Source: an optimization exercise on an open RTL-to-GDS flow (aim: small area and a short achievable clock period). Production flows keep margins and buffers that such runs may drop.
No functional check of the RTL was part of any run shown here.

==> flow/design.v (outline; a module is shown in full before it is edited, if it fits) <==
// module FIR_Filter_16tap: 3091 lines
module FIR_Filter_16tap #(parameter N = 16)(
    input clk, reset, enable,
    input [N-1:0] data_in,
    output [31:0] data_out
);
  // ...
==> flow/flow/run.sh <==
#!/bin/bash
# Layout flow: the standard flow with its synthesis netlist replaced by a
# hand-built gate netlist of the same design (flow/hand.py, the script that
# also wrote rtl/fir_filter_16tap.v, so registers and adder structure match
# the RTL one for one), then
#  - flow/fixpol.py removes inverters around full adders (a full adder is
#    self-dual); the logic function is unchanged;
#  - timing repair aims at a setup margin of 11.3 ns (about a 4.7 ns period)
#    instead of the bare 16 ns clock;
#  - ports are buffered with buf_4 cells, and the clock tree uses clkbuf_8
#    cells, sink clusters of 15 and no dummy loads.
# The standard synthesis still runs first; if its registers (names and cell
# types) differ from the hand netlist's, its own netlist is kept instead.
# Logs: make_synth.log, hand.log, fixpol.log, make_finish.log here, and the
# ORFS logs under orfs/logs.
set -euo pipefail
MARGIN=${MARGIN:-11.7}
CTS="-sink_clustering_enable -repair_clock_nets -dont_use_dummy_load -buf_list {sky130_fd_sc_hd__clkbuf_8} -sink_clustering_size 15 -sink_clustering_max_diameter 60"
R=orfs/results/sky130hd/FIR_Filter_16tap/base
bash standard.sh synth > make_synth.log 2>&1
cp $R/1_2_yosys.v std_synth.v
python3 flow/hand.py --pol alt --csC --x1c --cpaA bk --fast3 -o hand.v > hand.log 2>&1
regs() { grep -o 'dfxtp_1 [^ ]*' "$1" | sort; }
if [[ "$(regs std_synth.v)" == "$(regs hand.v)" ]] && [[ $(regs hand.v | wc -l) -gt 0 ]]; then
  echo "using hand netlist" >> hand.log
  cp hand.v $R/1_2_yosys.v
else
  echo "register mismatch: keeping the standard netlist" >> hand.log
fi
python3 flow/fixpol.py $R/1_2_yosys.v > fixpol.log 2>&1
touch $R/1_2_yosys.v
bash standard.sh finish SETUP_SLACK_MARGIN=$MARGIN "BUFFER_PORTS_ARGS=-buffer_cell sky130_fd_sc_hd__buf_4" "CTS_ARGS=$CTS" > make_finish.log 2>&1
==> flow/flow/fixpol.py <==
#!/usr/bin/env python3
"""Remove inverters around full adders in a mapped sky130hd netlist.

A full adder is self-dual: FA(~a,~b,~c) = (~cout, ~sum).  Yosys' extract_fa
often leaves inverters between adders; this picks, for every fa cell, whether
it works on true or complemented signals so that as few inverters as
possible remain.  The logic function of the netlist is unchanged.
usage: fixpol.py netlist.v  (rewritten in place)
"""
import re, sys, os, collections, random

path = sys.argv[1]
text = open(path).read()
m = re.search(r'^module\s.*?^endmodule', text, re.S | re.M)
body = m.group(0)

cell_re = re.compile(r'^\s*(sky130_fd_sc_hd__\w+)\s+(\S+)\s*\((.*?)\);\s*$', re.S | re.M)
pin_re = re.compile(r'\.(\w+)\(\s*(.*?)\s*\)\s*(?:,|$)', re.S)
OUTPINS = {'X', 'Y', 'Q', 'Q_N', 'SUM', 'COUT', 'HI', 'LO'}

cells = []
for cm in cell_re.finditer(body):
    typ, name, pins = cm.group(1), cm.group(2), cm.group(3)
    pl = [(p, n.strip()) for p, n in pin_re.findall(pins.strip())]
    cells.append([typ, name, pl, cm.start(), cm.end()])

assigns = [(a.start(), a.end(), a.group(1).strip(), a.group(2).strip())
           for a in re.finditer(r'^\s*assign\s+(.*?)\s*=\s*(.*?)\s*;\s*$', body, re.M)]
ports = set()
for pm in re.finditer(r'^\s*(?:input|output|inout)\s+(?:\[[^\]]*\]\s*)?(.*?);', body, re.M):
    for n in pm.group(1).split(','):
        ports.add(n.strip())
def is_port(net):
    base = net.split('[')[0].strip()
    return base in ports or net in ports

inv_of = {}                      # inverter output net -> input net
inv_cells = set()
for i, c in enumerate(cells):
    if re.match(r'sky130_fd_sc_hd__inv_\d+$', c[0]):
        d = dict(c[2])
        if is_port(d['Y']):
            continue             # keep: drives a port
        inv_of[d['Y']] = d['A']
        inv_cells.add(i)

def resolve(n):
    pol = 0
    while n in inv_of:
        n = inv_of[n]; pol ^= 1
    return n, pol

driver_fa = {}                   # root net -> fa cell index
fas = [i for i, c in enumerate(cells) if re.match(r'sky130_fd_sc_hd__fa_\d+$', c[0])]
for i in fas:
    for p, n in cells[i][2]:
        if p in ('SUM', 'COUT'):
            driver_fa[n] = i

# consumers: (cell index or None, pin index or assign idx, root, pol, is_fa)
cons = []
for i, c in enumerate(cells):
    if i in inv_cells: continue
    isfa = i in driver_fa.values() or c[0].startswith('sky130_fd_sc_hd__fa_')
    for k, (p, n) in enumerate(c[2]):
        if p in OUTPINS: continue
        if not n or n.startswith("1'") or n.startswith("'"): continue
        r, pol = resolve(n)
        cons.append(('c', i, k, r, pol, isfa))
for k, (s, e, lhs, rhs) in enumerate(assigns):
    if rhs.startswith("1'") or rhs.startswith('{'): continue
    r, pol = resolve(rhs)
    cons.append(('a', k, None, r, pol, False))

flip = collections.defaultdict(int)
by_root = collections.defaultdict(list)
by_cell = collections.defaultdict(list)
for ci, cn in enumerate(cons):
    by_root[cn[3]].append(ci)
    if cn[0] == 'c' and cn[5]: by_cell[cn[1]].append(ci)

def parity(ci):
    kind, i, k, r, pol, isfa = cons[ci]
    p = pol ^ (flip[driver_fa[r]] if r in driver_fa else 0)
    if isfa: p ^= flip[i]
    return p
def root_cost(r):
    return 1 if any(parity(ci) for ci in by_root[r]) else 0
def fa_roots(i):
    rs = set(cons[ci][3] for ci in by_cell[i])
    for p, n in cells[i][2]:
        if p in ('SUM', 'COUT'): rs.add(n)
    return rs
def total():
    return sum(root_cost(r) for r in by_root)

before = total()
rng = random.Random(1)
roots_of = {i: fa_roots(i) for i in fas}
def delta(i):
    rs = roots_of[i]
    c0 = sum(root_cost(r) for r in rs)
    flip[i] ^= 1
    c1 = sum(root_cost(r) for r in rs)
    flip[i] ^= 1
    return c1 - c0
def greedy():
    improved = True
    while improved:
        improved = False
        for i in fas:
            if delta(i) < 0:
                flip[i] ^= 1; improved = True
greedy()
cur = total(); best = cur; bestflip = dict(flip)
if fas:
    T = 2.0
    steps = int(os.environ.get("FIXPOL_STEPS", "1000")) * len(fas)
    for step in range(steps):
        T = 2.0 * (1 - step / steps) + 0.05
        i = rng.choice(fas)
        d = delta(i)
        if d <= 0 or rng.random() < pow(2.718, -d / T):
            flip[i] ^= 1; cur += d
            if cur < best:
                best = cur; bestflip = dict(flip)
    flip.clear(); flip.update(bestflip)
    greedy()
after = total()

# rewrite
invnet = {}
newcells = []
def comp(r):
    if r not in invnet:
        invnet[r] = '_fixpol_%d_' % len(invnet)
    return invnet[r]
pinrep = {}
for ci, cn in enumerate(cons):
    kind, i, k, r, pol, isfa = cn
    net = comp(r) if parity(ci) else r
    pinrep[(kind, i, k)] = net

out = []
pos = 0
edits = []
for i, c in enumerate(cells):
    if i in inv_cells:
        edits.append((c[3], c[4], ''))
        continue
    pl = []
    for k, (p, n) in enumerate(c[2]):
        pl.append((p, pinrep.get(('c', i, k), n)))
    s = '  %s %s (\n%s\n  );' % (c[0], c[1], ',\n'.join('    .%s(%s)' % (p, n if not n.startswith('\\') else n + ' ') for p, n in pl))
    edits.append((c[3], c[4], s))
for k, (s, e, lhs, rhs) in enumerate(assigns):
    if ('a', k, None) in pinrep:
        n = pinrep[('a', k, None)]
        edits.append((s, e, '  assign %s = %s;' % (lhs, n if not n.startswith('\\') else n + ' ')))
edits.sort()
nb = []
for s, e, rep in edits:
    nb.append(body[pos:s]); nb.append(rep); pos = e
nb.append(body[pos:])
nb = ''.join(nb)
decl = ''.join('  wire %s;\n' % w for w in invnet.values())
invs = ''.join('  sky130_fd_sc_hd__inv_1 _fixpol_inv_%d_ (\n    .A(%s),\n    .Y(%s)\n  );\n' % (j, r if not r.startswith('\\') else r + ' ', w) for j, (r, w) in enumerate(invnet.items()))
nb = nb.replace('endmodule', decl + invs + 'endmodule')
# declarations must come before use for some readers: insert after the port list
hdr_end = nb.index(');') + 2
nb = nb[:hdr_end] + '\n' + decl + nb[hdr_end:].replace(decl + invs + 'endmodule', invs + 'endmodule')
open(path, 'w').write(text[:m.start()] + nb + text[m.end():])
print('fixpol: fa %d, inverters %d -> %d' % (len(fas), len(inv_cells), len(invnet)), file=sys.stderr)
==> flow/standard.sh <==
#!/bin/bash
# synth_recipe.tcl (not shown) runs the flow's synth.tcl, then flattens the netlist and writes it again
# the make line also repeats each setting of config.mk as NAME=value (left out here)
make -C /OpenROAD-flow-scripts/flow DESIGN_CONFIG=/design/flow/config.mk WORK_HOME=/design/flow/orfs CLKGATE_MAP_FILE= SYNTH_SCRIPT=/design/flow/synth_recipe.tcl "${@:-finish}"
==> flow/config.mk <==
export PLATFORM = sky130hd
export DESIGN_NAME = FIR_Filter_16tap
export DESIGN_NICKNAME = FIR_Filter_16tap
export VERILOG_FILES = /design/flow/design.v
export SDC_FILE = /design/flow/constraint.sdc
export NUM_CORES = 4
export LEC_CHECK = 0
export CAP_MARGIN = 20
export CORE_MARGIN = 2
export CORE_UTILIZATION = 62
export SLEW_MARGIN = 20
==> flow/constraint.sdc <==
create_clock -name core_clock -period 16.0 [get_ports {clk}]
set_input_delay 3.2000 -clock core_clock [delete_from_list [all_inputs] [get_ports {clk}]]
set_output_delay 3.2000 -clock core_clock [all_outputs]
set_load 0.01 [all_outputs]
Not shown: flow/flow/hand.py
==> run_results.csv, run 1 <==
group,metric,value,unit
critical_path,cp_max_fo,8,
critical_path,worst-path-buf-inv,2,
global_route,grt_util_met3,0.0262,
drt,drc,0,
finish,seq_area,6590,sq um
finish,signal_buffers,98,
outcome,outcome,"timing/DRC/antenna clean",
timing,hold_violations,0,
global_route,grt_pass1_wl,50.0,mm
timing,period_minus_slack,4.63,ns
clock_network,numCtsBuffers,30,
clock_network,root_buffer,"clkbuf_8",
finish,clkbuf_count,30,
global_route,first_global_vias,10000,
clock_network,cts_buffer_depth,3,
die,die_h,163,microns
critical_path,cp-endpoint,"y1[19]",
finish,seq_share,0.368,
logic_synthesis,netlist_instances,1382,
drt,route.top_layer_used,"met4",
critical_path,worstPathCellList,"buf_6 -> xor3_2 -> xnor2_4 -> o21ai_2 -> a21oi_4 -> o21ai_2 -> a21oi_4 -> buf_6 -> o21bai_1 -> xnor2_1 -> nor2_1",
==> inputs of run 2 (changes only) <==
--- a/flow/design.v
+++ b/flow/design.v
@@ -1384,18 +1384,16 @@
   wire _h2594_;
   wire _h2596_;
   wire _h2598_;
   wire _h2600_;
   wire _h2602_;
   wire _h2604_;
   wire _h2606_;
   wire _h2608_;
-  wire _h2610_;
-  wire _h2612_;
   assign _h1_ = ~(reset | ~enable);
   assign _h3_ = ~_h1_;
   assign _h5_ = data_in[0] & _h1_;
   assign _h7_ = data_in[1] & _h1_;
   assign _h9_ = data_in[2] & _h1_;
   assign _h11_ = data_in[3] & _h1_;
   assign _h13_ = data_in[4] & _h1_;
   assign _h15_ = data_in[5] & _h1_;
@@ -2584,47 +2582,47 @@
   assign _h2198_ = ~(data_in[15] | data_in[14]);
   assign _h2200_ = ~(data_in[15] & data_in[14]);
   assign _h2202_ = ~((_h2196_ | _h2198_) & _h2200_);
   assign _h2206_ = _h2006_ ^ _h2202_ ^ data_in[15];
   assign _h2208_ = ~_h2006_;
   assign _h2210_ = ~(data_in[15] | _h2202_);
   assign _h2212_ = ~(data_in[15] & _h2202_);
   assign _h2214_ = ~((_h2208_ | _h2210_) & _h2212_);
-  assign _h2216_ = ~(data_in[0] & _h1974_);
+  assign _h2216_ = ~(data_in[0] & _h1974_ & _h1_);
   assign _h2218_ = ~(data_in[0] ^ _h1974_);
-  assign _h2220_ = ~(_h2034_ & _h2038_);
+  assign _h2220_ = ~(_h2034_ & _h2038_ & _h1_);
   assign _h2222_ = ~(_h2034_ ^ _h2038_);
-  assign _h2224_ = ~(_h2046_ & _h2050_);
+  assign _h2224_ = ~(_h2046_ & _h2050_ & _h1_);
   assign _h2226_ = ~(_h2046_ ^ _h2050_);
-  assign _h2228_ = ~(_h2058_ & _h2062_);
+  assign _h2228_ = ~(_h2058_ & _h2062_ & _h1_);
   assign _h2230_ = ~(_h2058_ ^ _h2062_);
-  assign _h2232_ = ~(_h2070_ & _h2074_);
+  assign _h2232_ = ~(_h2070_ & _h2074_ & _h1_);
   assign _h2234_ = ~(_h2070_ ^ _h2074_);
-  assign _h2236_ = ~(_h2082_ & _h2086_);
+  assign _h2236_ = ~(_h2082_ & _h2086_ & _h1_);
   assign _h2238_ = ~(_h2082_ ^ _h2086_);
-  assign _h2240_ = ~(_h2094_ & _h2098_);
+  assign _h2240_ = ~(_h2094_ & _h2098_ & _h1_);
   assign _h2242_ = ~(_h2094_ ^ _h2098_);
-  assign _h2244_ = ~(_h2106_ & _h2110_);
+  assign _h2244_ = ~(_h2106_ & _h2110_ & _h1_);
   assign _h2246_ = ~(_h2106_ ^ _h2110_);
-  assign _h2248_ = ~(_h2118_ & _h2122_);
+  assign _h2248_ = ~(_h2118_ & _h2122_ & _h1_);
   assign _h2250_ = ~(_h2118_ ^ _h2122_);
-  assign _h2252_ = ~(_h2130_ & _h2134_);
+  assign _h2252_ = ~(_h2130_ & _h2134_ & _h1_);
   assign _h2254_ = ~(_h2130_ ^ _h2134_);
-  assign _h2256_ = ~(_h2142_ & _h2146_);
+  assign _h2256_ = ~(_h2142_ & _h2146_ & _h1_);
   assign _h2258_ = ~(_h2142_ ^ _h2146_);
-  assign _h2260_ = ~(_h2154_ & _h2158_);
+  assign _h2260_ = ~(_h2154_ & _h2158_ & _h1_);
   assign _h2262_ = ~(_h2154_ ^ _h2158_);
-  assign _h2264_ = ~(_h2166_ & _h2170_);
+  assign _h2264_ = ~(_h2166_ & _h2170_ & _h1_);
   assign _h2266_ = ~(_h2166_ ^ _h2170_);
-  assign _h2268_ = ~(_h2178_ & _h2182_);
+  assign _h2268_ = ~(_h2178_ & _h2182_ & _h1_);
   assign _h2270_ = ~(_h2178_ ^ _h2182_);
-  assign _h2272_ = ~(_h2190_ & _h2194_);
+  assign _h2272_ = ~(_h2190_ & _h2194_ & _h1_);
   assign _h2274_ = ~(_h2190_ ^ _h2194_);
-  assign _h2276_ = ~(_h2214_ & _h2008_);
+  assign _h2276_ = ~(_h2214_ & _h2008_ & _h1_);
   assign _h2278_ = ~(_h2214_ ^ _h2008_);
   assign _h2280_ = ~(_h2216_ | ~_h2026_);
   assign _h2284_ = ~((_h2226_ | _h2220_) & _h2224_);
   assign _h2286_ = ~(_h2226_ | _h2222_);
   assign _h2288_ = ~((_h2234_ | _h2228_) & _h2232_);
   assign _h2290_ = ~(_h2234_ | _h2230_);
   assign _h2292_ = ~((_h2242_ | _h2236_) & _h2240_);
   assign _h2294_ = ~(_h2242_ | _h2238_);
@@ -2704,67 +2702,65 @@
   assign _h2478_ = ~((_h2362_ | _h2460_) & ~_h2360_);
   assign _h2482_ = ~_h2460_;
   assign _h2484_ = ~((_h2366_ & _h2482_) | _h2364_);
   assign _h2488_ = ~((_h2414_ | _h2460_) & _h2412_);
   assign _h2492_ = ~_h2460_;
   assign _h2494_ = ~((_h2418_ & _h2492_) | _h2416_);
   assign _h2498_ = ~((_h2422_ | _h2460_) & _h2420_);
   assign _h2502_ = ~((_h2426_ | _h2460_) & _h2424_);
-  assign _h2512_ = ~_h2218_;
-  assign _h2514_ = ~_h2512_;
-  assign _h2516_ = _h2026_ ^ _h2216_;
-  assign _h2518_ = _h2222_ ^ _h2280_;
-  assign _h2520_ = _h2226_ ^ _h2322_;
-  assign _h2522_ = ~(_h2230_ ^ _h2326_);
-  assign _h2524_ = _h2234_ ^ _h2372_;
-  assign _h2526_ = ~(_h2238_ ^ _h2378_);
-  assign _h2528_ = ~(_h2242_ ^ _h2384_);
-  assign _h2530_ = _h2246_ ^ _h2388_;
-  assign _h2532_ = _h2250_ ^ _h2430_;
-  assign _h2534_ = ~(_h2254_ ^ _h2434_);
-  assign _h2536_ = ~(_h2258_ ^ _h2438_);
-  assign _h2538_ = _h2262_ ^ _h2444_;
-  assign _h2540_ = ~(_h2266_ ^ _h2448_);
-  assign _h2542_ = ~(_h2270_ ^ _h2452_);
-  assign _h2544_ = ~(_h2274_ ^ _h2456_);
-  assign _h2546_ = _h2206_ ^ _h2460_;
-  assign _h2548_ = _h2278_ ^ _h2468_;
-  assign _h2550_ = ~(_h2010_ ^ _h2474_);
-  assign _h2552_ = ~(_h2012_ ^ _h2478_);
-  assign _h2554_ = _h2014_ ^ _h2484_;
-  assign _h2556_ = ~(_h2016_ ^ _h2488_);
-  assign _h2558_ = _h2018_ ^ _h2494_;
-  assign _h2560_ = ~(_h2020_ ^ _h2498_);
-  assign _h2562_ = ~(_h2022_ ^ _h2502_);
-  assign _h2564_ = ~(_h2514_ | _h3_);
-  assign _h2566_ = ~(_h2516_ | _h3_);
-  assign _h2568_ = ~(_h2518_ | _h3_);
-  assign _h2570_ = ~(_h2520_ | _h3_);
-  assign _h2572_ = ~(_h2522_ | _h3_);
-  assign _h2574_ = ~(_h2524_ | _h3_);
-  assign _h2576_ = ~(_h2526_ | _h3_);
-  assign _h2578_ = ~(_h2528_ | _h3_);
-  assign _h2580_ = ~(_h2530_ | _h3_);
-  assign _h2582_ = ~(_h2532_ | _h3_);
-  assign _h2584_ = ~(_h2534_ | _h3_);
-  assign _h2586_ = ~(_h2536_ | _h3_);
-  assign _h2588_ = ~(_h2538_ | _h3_);
-  assign _h2590_ = ~(_h2540_ | _h3_);
-  assign _h2592_ = ~(_h2542_ | _h3_);
-  assign _h2594_ = ~(_h2544_ | _h3_);
-  assign _h2596_ = ~(_h2546_ | _h3_);
-  assign _h2598_ = ~(_h2548_ | _h3_);
-  assign _h2600_ = ~(_h2550_ | _h3_);
-  assign _h2602_ = ~(_h2552_ | _h3_);
-  assign _h2604_ = ~(_h2554_ | _h3_);
-  assign _h2606_ = ~(_h2556_ | _h3_);
-  assign _h2608_ = ~(_h2558_ | _h3_);
-  assign _h2610_ = ~(_h2560_ | _h3_);
-  assign _h2612_ = ~(_h2562_ | _h3_);
+  assign _h2512_ = ~(_h2218_ | _h3_);
+  assign _h2514_ = ~(_h2026_ & _h1_);
+  assign _h2516_ = ~(_h2222_ | _h3_);
+  assign _h2518_ = ~(_h2226_ | _h3_);
+  assign _h2520_ = ~(_h2230_ | _h3_);
+  assign _h2522_ = ~(_h2234_ | _h3_);
+  assign _h2524_ = ~(_h2238_ | _h3_);
+  assign _h2526_ = ~(_h2242_ | _h3_);
+  assign _h2528_ = ~(_h2246_ | _h3_);
+  assign _h2530_ = ~(_h2250_ | _h3_);
+  assign _h2532_ = ~(_h2254_ | _h3_);
+  assign _h2534_ = ~(_h2258_ | _h3_);
+  assign _h2536_ = ~(_h2262_ | _h3_);
+  assign _h2538_ = ~(_h2266_ | _h3_);
+  assign _h2540_ = ~(_h2270_ | _h3_);
+  assign _h2542_ = ~(_h2274_ | _h3_);
+  assign _h2544_ = ~(_h2206_ & _h1_);
+  assign _h2546_ = ~(_h2278_ | _h3_);
+  assign _h2548_ = ~(_h2010_ & _h1_);
+  assign _h2550_ = ~(_h2012_ & _h1_);
+  assign _h2552_ = ~(_h2014_ & _h1_);
+  assign _h2554_ = ~(_h2016_ & _h1_);
+  assign _h2556_ = ~(_h2018_ & _h1_);
+  assign _h2558_ = ~(_h2020_ & _h1_);
+  assign _h2560_ = ~(_h2022_ & _h1_);
+  assign _h2562_ = _h2514_ ^ _h2216_;
+  assign _h2564_ = _h2516_ ^ _h2280_;
+  assign _h2566_ = _h2518_ ^ _h2322_;
+  assign _h2568_ = ~(_h2520_ ^ _h2326_);
+  assign _h2570_ = _h2522_ ^ _h2372_;
+  assign _h2572_ = ~(_h2524_ ^ _h2378_);
+  assign _h2574_ = ~(_h2526_ ^ _h2384_);
+  assign _h2576_ = _h2528_ ^ _h2388_;
+  assign _h2578_ = _h2530_ ^ _h2430_;
+  assign _h2580_ = ~(_h2532_ ^ _h2434_);
+  assign _h2582_ = ~(_h2534_ ^ _h2438_);
+  assign _h2584_ = _h2536_ ^ _h2444_;
+  assign _h2586_ = ~(_h2538_ ^ _h2448_);
+  assign _h2588_ = ~(_h2540_ ^ _h2452_);
+  assign _h2590_ = ~(_h2542_ ^ _h2456_);
+  assign _h2592_ = _h2544_ ^ _h2460_;
+  assign _h2594_ = _h2546_ ^ _h2468_;
+  assign _h2596_ = ~(_h2548_ ^ _h2474_);
+  assign _h2598_ = ~(_h2550_ ^ _h2478_);
+  assign _h2600_ = _h2552_ ^ _h2484_;
+  assign _h2602_ = ~(_h2554_ ^ _h2488_);
+  assign _h2604_ = _h2556_ ^ _h2494_;
+  assign _h2606_ = ~(_h2558_ ^ _h2498_);
+  assign _h2608_ = ~(_h2560_ ^ _h2502_);
   always @(posedge clk) begin
     x1[0] <= _h5_;
     x1[1] <= _h7_;
     x1[2] <= _h9_;
     x1[3] <= _h11_;
     x1[4] <= _h13_;
     x1[5] <= _h15_;
     x1[6] <= _h17_;
@@ -3056,36 +3052,36 @@
     Cs[19] <= _h1565_;
     Cc[19] <= _h1567_;
     Cs[20] <= _h1569_;
     Cc[20] <= _h1571_;
     Cs[21] <= _h1573_;
     Cs[22] <= _h1575_;
     Cs[23] <= _h1577_;
     Cs[24] <= _h1579_;
-    y1[0] <= _h2564_;
-    y1[1] <= _h2566_;
-    y1[2] <= _h2568_;
-    y1[3] <= _h2570_;
-    y1[4] <= _h2572_;
-    y1[5] <= _h2574_;
-    y1[6] <= _h2576_;
-    y1[7] <= _h2578_;
-    y1[8] <= _h2580_;
-    y1[9] <= _h2582_;
-    y1[10] <= _h2584_;
-    y1[11] <= _h2586_;
-    y1[12] <= _h2588_;
-    y1[13] <= _h2590_;
-    y1[14] <= _h2592_;
-    y1[15] <= _h2594_;
-    y1[16] <= _h2596_;
-    y1[17] <= _h2598_;
-    y1[18] <= _h2600_;
-    y1[19] <= _h2602_;
-    y1[20] <= _h2604_;
-    y1[21] <= _h2606_;
-    y1[22] <= _h2608_;
-    y1[23] <= _h2610_;
-    y1[24] <= _h2612_;
+    y1[0] <= _h2512_;
+    y1[1] <= _h2562_;
+    y1[2] <= _h2564_;
+    y1[3] <= _h2566_;
+    y1[4] <= _h2568_;
+    y1[5] <= _h2570_;
+    y1[6] <= _h2572_;
+    y1[7] <= _h2574_;
+    y1[8] <= _h2576_;
+    y1[9] <= _h2578_;
+    y1[10] <= _h2580_;
+    y1[11] <= _h2582_;
+    y1[12] <= _h2584_;
+    y1[13] <= _h2586_;
+    y1[14] <= _h2588_;
+    y1[15] <= _h2590_;
+    y1[16] <= _h2592_;
+    y1[17] <= _h2594_;
+    y1[18] <= _h2596_;
+    y1[19] <= _h2598_;
+    y1[20] <= _h2600_;
+    y1[21] <= _h2602_;
+    y1[22] <= _h2604_;
+    y1[23] <= _h2606_;
+    y1[24] <= _h2608_;
   end
   assign data_out = {7'd0, y1};
 endmodule
--- a/flow/flow/run.sh
+++ b/flow/flow/run.sh
@@ -9,22 +9,22 @@
 #    instead of the bare 16 ns clock;
 #  - ports are buffered with buf_4 cells, and the clock tree uses clkbuf_8
 #    cells, sink clusters of 15 and no dummy loads.
 # The standard synthesis still runs first; if its registers (names and cell
 # types) differ from the hand netlist's, its own netlist is kept instead.
 # Logs: make_synth.log, hand.log, fixpol.log, make_finish.log here, and the
 # ORFS logs under orfs/logs.
 set -euo pipefail
-MARGIN=${MARGIN:-11.7}
+MARGIN=${MARGIN:-11.3}
 CTS="-sink_clustering_enable -repair_clock_nets -dont_use_dummy_load -buf_list {sky130_fd_sc_hd__clkbuf_8} -sink_clustering_size 15 -sink_clustering_max_diameter 60"
 R=orfs/results/sky130hd/FIR_Filter_16tap/base
 bash standard.sh synth > make_synth.log 2>&1
 cp $R/1_2_yosys.v std_synth.v
-python3 flow/hand.py --pol alt --csC --x1c --cpaA bk --fast3 -o hand.v > hand.log 2>&1
+python3 flow/hand.py --pol alt --csC --x1c --cpaA bk --gclr --fast3 -o hand.v > hand.log 2>&1
 regs() { grep -o 'dfxtp_1 [^ ]*' "$1" | sort; }
 if [[ "$(regs std_synth.v)" == "$(regs hand.v)" ]] && [[ $(regs hand.v | wc -l) -gt 0 ]]; then
   echo "using hand netlist" >> hand.log
   cp hand.v $R/1_2_yosys.v
 else
   echo "register mismatch: keeping the standard netlist" >> hand.log
 fi
 python3 flow/fixpol.py $R/1_2_yosys.v > fixpol.log 2>&1
--- a/flow/flow/hand.py
+++ b/flow/flow/hand.py
@@ -16,16 +16,17 @@
 ap.add_argument('-o', default='hand.v')
 ap.add_argument('--rtl', default=None, help='also write the RTL with the same structure')
 ap.add_argument('--pol', default='alt')
 ap.add_argument('--khi', type=int, default=20)
 ap.add_argument('--cpaA', default='sk')
 ap.add_argument('--csC', action='store_true')
 ap.add_argument('--x1c', action='store_true')
 ap.add_argument('--fast3', action='store_true')
+ap.add_argument('--gclr', action='store_true')
 ap.add_argument('--cpaC', default='sk')
 ap.add_argument('--cpaY', default='sk')
 args = ap.parse_args()
 
 def polymul(p, q):
     r = [0]*(len(p)+len(q)-1)
     for i, a in enumerate(p):
         for j, c in enumerate(q):
@@ -162,41 +163,56 @@
             for e in pick: col.remove(e)
             a, b, c = [lit(e[0], p) for e in pick]
             s_, c_ = FA(a[0], b[0], c[0])
             t = max(e[1] for e in pick)
             col.append(((s_, p), t + DS))
             if j+1 < W: cols[j+1].append(((c_, p), t + DC))
     return cols
 
-def sklansky(rows, want_inv_sum, kind='sk'):
+def sklansky(rows, want_inv_sum, kind='sk', gclr=False):
     """rows: per column list of <=2 signals (pol 0 or const).  returns per-bit
     sum nets, complemented when want_inv_sum."""
     n = W
     # bitwise generate / propagate, each as (net-or-const, pol)
     g, p = [], []
     for j in range(n):
         bits = [s for s, t in rows[j]]
         consts = [s for s in bits if s[1] is None]
         real = [s for s in bits if s[1] is not None]
         cval = sum(int(s[0]) for s in consts)
         assert len(bits) <= 2 and cval <= 1
-        if len(real) == 2:
+        if len(real) == 2 and gclr:
+            # generates are forced to 0 while clr: then every carry is 0
+            (a, pa), (b, pb) = real[0], real[1]
+            if pa == 0 and pb == 0:
+                g.append((gate('nand3_1', A=a, B=b, C=clrn), 1))
+            elif pa == 1 and pb == 1:
+                g.append((gate('nor3_1', A=a, B=b, C=clr), 0))
+            else:
+                if pa == 0: a, b = b, a       # a complemented, b true
+                g.append((gate('nor3b_1', A=a, B=clr, C_N=b), 0))
+            p.append((XNOR2(a, b), 1 ^ (pa ^ pb)))
+        elif len(real) == 2:
             (a, pa), (b, pb) = real[0], real[1]
             if pa == 0 and pb == 0:
                 g.append((NAND2(a, b), 1))    # inverted generate
             elif pa == 1 and pb == 1:
                 g.append((NOR2(a, b), 0))     # ~an & ~bn
             else:
                 if pa == 0: a, b = b, a       # a complemented, b true
                 g.append((gate('nor2b_1', A=a, B_N=b), 0))
             # xnor of the nets: inverted propagate when the pols agree
             p.append((XNOR2(a, b), 1 ^ (pa ^ pb)))
         elif len(real) == 1 and cval == 1:
-            g.append(real[0])
+            if gclr:
+                a, pa = real[0]
+                g.append((NAND2(a, clrn), 1) if pa == 0 else (NOR2(a, clr), 0))
+            else:
+                g.append(real[0])
             p.append((real[0][0], 1 ^ real[0][1]))   # p = ~a
         elif len(real) == 1:
             g.append(('0', None)); p.append(real[0])
         elif cval == 1:
             g.append(('0', None)); p.append(('1', None))
         else:
             g.append(('0', None)); p.append(('0', None))
     bitp = list(p)
@@ -252,16 +268,24 @@
         for i in range(n):
             if kind == 'ks':
                 if i >= d: NG[i], NP[i] = combine(G[i], Pp[i], G[i-d], Pp[i-d])
             elif (i // d) % 2 == 1:
                 j = (i // d) * d - 1
                 NG[i], NP[i] = combine(G[i], Pp[i], G[j], Pp[j])
         G, Pp = NG, NP
         d *= 2
+    if gclr:
+        # the propagate bits used in the sums are forced to 0 while clr
+        gp = []
+        for q in bitp:
+            if q[1] is None: gp.append((clrn, 0) if int(q[0]) else q)
+            elif q[1] == 0: gp.append((NAND2(q[0], clrn), 1))
+            else: gp.append((NOR2(q[0], clr), 0))
+        bitp = gp
     sums = []
     for i in range(n):
         pi = bitp[i]
         ci = G[i-1] if i > 0 else ('0', None)
         # sum = pi ^ ci ; produce it in polarity want_inv_sum
         if ci[1] is None:
             s = lit(pi, 0) if int(ci[0]) == 0 else lit(pi, 1)
             if s[1] is None:
@@ -424,20 +448,26 @@
         if i+1 < W:
             if i+1 == 16: carry = c       # joins column 16 (a single data_in bit)
             else: colsY[i+1].append((c, 1.0))
     else:
         for x in xs: colsY[i].append((x, 1.0))
         colsY[i].append((a, 0.5))
 addconst(colsY, KHI)
 rowsY = tree(colsY, 'Y')
-sY = sklansky(rowsY, True, args.cpaY)
+sY = sklansky(rowsY, not args.gclr, args.cpaY, args.gclr)
 for i in range(W):
     s = sY[i]
-    if s[1] is None:
+    if args.gclr:
+        # sums already 0 while clr
+        if s[1] is None:
+            d = gate('conb_1', 'HI' if int(s[0]) else 'LO')
+        else:
+            d = lit(s, 0)[0]
+    elif s[1] is None:
         v = int(s[0]) ^ 1
         d = clrn if v else gate('conb_1', 'LO')
     else:
         d = NOR2(s[0], clr)
     flops.append(('y1[%d]' % i, d, 'data_out[%d]' % i))
 
 # ---------------------------------------------------------------- cleanup
 OUTP = {'X', 'Y', 'Q', 'SUM', 'COUT', 'HI', 'LO'}
@@ -488,16 +518,19 @@
 FUN = {
     'inv_1': lambda p: ('Y', '~%s' % p['A']),
     'nand2_1': lambda p: ('Y', '~(%s & %s)' % (p['A'], p['B'])),
     'nor2_1': lambda p: ('Y', '~(%s | %s)' % (p['A'], p['B'])),
     'and2_1': lambda p: ('X', '%s & %s' % (p['A'], p['B'])),
     'or2_1': lambda p: ('X', '%s | %s' % (p['A'], p['B'])),
     'xor2_1': lambda p: ('X', '%s ^ %s' % (p['A'], p['B'])),
     'xor3_1': lambda p: ('X', '%s ^ %s ^ %s' % (p['A'], p['B'], p['C'])),
+    'nand3_1': lambda p: ('Y', '~(%s & %s & %s)' % (p['A'], p['B'], p['C'])),
+    'nor3_1': lambda p: ('Y', '~(%s | %s | %s)' % (p['A'], p['B'], p['C'])),
+    'nor3b_1': lambda p: ('Y', '~(%s | %s | ~%s)' % (p['A'], p['B'], p['C_N'])),
     'xnor2_1': lambda p: ('Y', '~(%s ^ %s)' % (p['A'], p['B'])),
     'maj3_1': lambda p: ('X', '(%s & %s) | (%s & %s) | (%s & %s)' % (p['A'], p['B'], p['A'], p['C'], p['B'], p['C'])),
     'a21oi_1': lambda p: ('Y', '~((%s & %s) | %s)' % (p['A1'], p['A2'], p['B1'])),
     'o21ai_0': lambda p: ('Y', '~((%s | %s) & %s)' % (p['A1'], p['A2'], p['B1'])),
     'a21boi_0': lambda p: ('Y', '~((%s & %s) | ~%s)' % (p['A1'], p['A2'], p['B1_N'])),
     'o21bai_1': lambda p: ('Y', '~((%s | %s) & ~%s)' % (p['A1'], p['A2'], p['B1_N'])),
     'nor2b_1': lambda p: ('Y', '~(%s | ~%s)' % (p['A'], p['B_N'])),
     'nand2b_1': lambda p: ('Y', '~(~%s & %s)' % (p['A_N'], p['B'])),
==> run 2 against run 1 <==
  * Critical endpoint is now y1[18]
  * Still clean on timing, DRC and antenna
  * Count of clock-buffer cells in the layout is 1 lower
  * Sequential cell count stayed put
==> run_results.csv, run 2 <==
group,metric,value,unit
outcome,outcome,"timing/DRC/antenna clean",
clock_network,clk_latency,0.60,ns
critical_path,worstSetupPathType,"input port to register",
finish,final_cell_mix,"325 x dfxtp_1, 259 x fa_1, 209 x nand2_1, 185 x nor2_1, 129 x inv_1",
global_route,grtUsageTotal,0.236,
finish,drive_gt1_frac,0.0884,
die,start_util,0.628,
hold_path,hold_path_class,"register to register",
finish,seq_area,6510,sq um
critical_path,cp-end-kind,"register",
drt,dr_total_vias,8979,
logic_synthesis,synth_nets,1668,
logic_synthesis,netlist_instances,1382,
placed_design,io_buffers,43,
timing,worst_pin_slew,0.932,ns
drt,drt-total-wl,29.6,mm
drt,ant_nets,0,
logic_synthesis,syn_avg_cell_area,11.4,sq um
clock_network,cts_hold_buf,0,
clock_network,htree_num_levels,1,
global_route,overflow,0,
timing,timing.fmax,0.216,GHz
die,die_x,164,microns
global_route,first_global_vias,9590,
timing,rsz0062_at_grt,"false",
placed_design,place.gp.congestion,0.796,
clock_network,cts_buffer_depth,3,
die,rows,58,
clock_network,numCtsBuffers,29,
critical_path,cp_max_fo,8,
finish,fin_nets,1759,
global_route,grt_pass1_wl,48.5,mm
finish,fillerInstances,1926,
hold_path,min_to,"xn12[2]",
critical_path,reg2reg_depth,22,
clock_network,cts_sinks,325,
critical_path,rr_startpoint,"y1[0]",
drt,dr.pass1.iters,5,
drt,drc,0,
critical_path,cp_data_arrival_time,5.13,ns
critical_path,rrSetupSlack,11.61,ns
hold_path,holdPathStages,1,
timing,hold_violations,0,
finish,layout_commonest_cell,"dfxtp_1",
finish,n_antenna_cell,0,
finish,final_util,0.691,
clock_network,root_buffer,"clkbuf_8",
hold_path,hp-start,"x11[2]",
timing,period_share,0.290,
drt,wl_per_cell,16.4,microns
die,die_area,26700,sq um
global_route,antenna_found_initial,0,
timing,relSlewSlack,0.379,
drt,drt_iter0_markers,405,
timing,fin_skew,0.0339,ns
finish,stdcell_count,1801,
critical_path,startpoint_type,"input port",
critical_path,required,16.50,ns
timing,setup_tns,0,ns
placed_design,hpwl,22.0,mm
clock_network,clk_pin_slew,0.09,ns
timing,setup_viol,0,
placed_design,dp_cells,1759,
clock_network,cts_tree,"done",
logic_synthesis,ys.warnings.count,1,
finish,layout_top_registers,"Cs (25), y1 (25), Cc (19)",
drt,via_per_inst,4.99,
logic_synthesis,synth.cell_area,15800,sq um
finish,multiInputGateArea,9020,sq um
critical_path,reg2reg_to,"y1[18]",
global_route,grt_start_max_net_pins,90,
job,drv_cap,0,
timing,slew_viol_final,0,
die,coreArea,25100,sq um
finish,areaGrowthSynthToFinish,9.92,%
die,die_h,164,microns
timing,period_minus_slack,4.64,ns
die,ioPinCount,51,
-- run 2: per-stage QoR --
stage	instance area, sq um	hold slack, ns	worst slack [ns]
4_1_cts	17200	0.351	11.32
3_5_place_dp	16600	0.355	9.79
3_3_place_gp	16600	0.353	9.83
2_1_floorplan	15800	0.352	7.77
5_1_grt	17300	0.361	11.28
6_report	17300	0.347	11.36
-- run 2: worst max path at each step --
| stage | startpoint | end | cells after the start |
|---|---|---|---|
| 2_1_floorplan | enable | y1[10] | 4 |
| 3_3_place_gp | reset | y1[20] | 11 |
| 3_5_place_dp | reset | y1[20] | 11 |
| 4_1_cts | y1[0] | y1[21] | 21 |
| 5_1_grt | y1[0] | y1[22] | 22 |
| 6_report | data_in[4] | y1[18] | 10 |
-- run 2: worst max-delay path, cell delays in order --
cell	delay, ns
buf_4	0.15
xor3_1	0.42
xnor2_2	0.18
nor2_1	0.21
nand2_1	0.13
o21ai_4	0.29
a21oi_4	0.14
buf_4	0.16
o21ai_2	0.11
xnor2_1	0.14
-- run 2: layout make-up --
cell class,instances,area share
multi-input cells,927,0.520
flip-flops and latches,325,0.375
repair buffers,59,0.0294
inverters,131,0.0285
well taps,330,0.0238
clock buffers,29,0.0230
-- run 2: per-layer routing --
metal,GRT usage,up-vias,share of wire
met3,0.0289,28,0.030
met5,0,-,0
met4,0.0455,0,0.014
li1,-,4329,-
met2,0.396,98,0.50
met1,0.337,4524,0.46
-- run 2: timing repair --
action	4_1_cts	5_1_grt
endpoints found under the setup margin	62	14
setup buffers	7	3
gates resized for setup	19	37
gates cloned	2	1
pin swaps	4	8

==> separate check: timing with driven ports <==
Ports are ideal in the flow. The routed layouts listed here were re-timed in OpenROAD. Step 1 (the two cells are an assumption about what drives the block):
set clk [get_ports {clk}]
set_driving_cell -lib_cell sky130_fd_sc_hd__clkbuf_16 $clk
set_driving_cell -lib_cell sky130_fd_sc_hd__buf_2 [delete_from_list [all_inputs] $clk]
Step 2 moves the port delays by t, midway between the first and last clock arrival at a register: inputs arrive t later, outputs are due t later. That takes back most of the time a late clock gives input paths. Slacks: no drivers / after step 1 / after step 2; pairs: no drivers / after step 1.
run | t (ns) | slack for setup (ns) | latest minus earliest clock arrival (ns)
run 1 | 0.617 | 11.370 / 11.374 / 10.757 | 0.081 / 0.080
run 2 | 0.625 | 11.364 / 11.386 / 10.761 | 0.034 / 0.034
After both steps setup and hold are still met in every run listed. The setup slack of run 1, which loses most, moves by +0.004 ns with the drivers and by -0.613 ns with both steps.
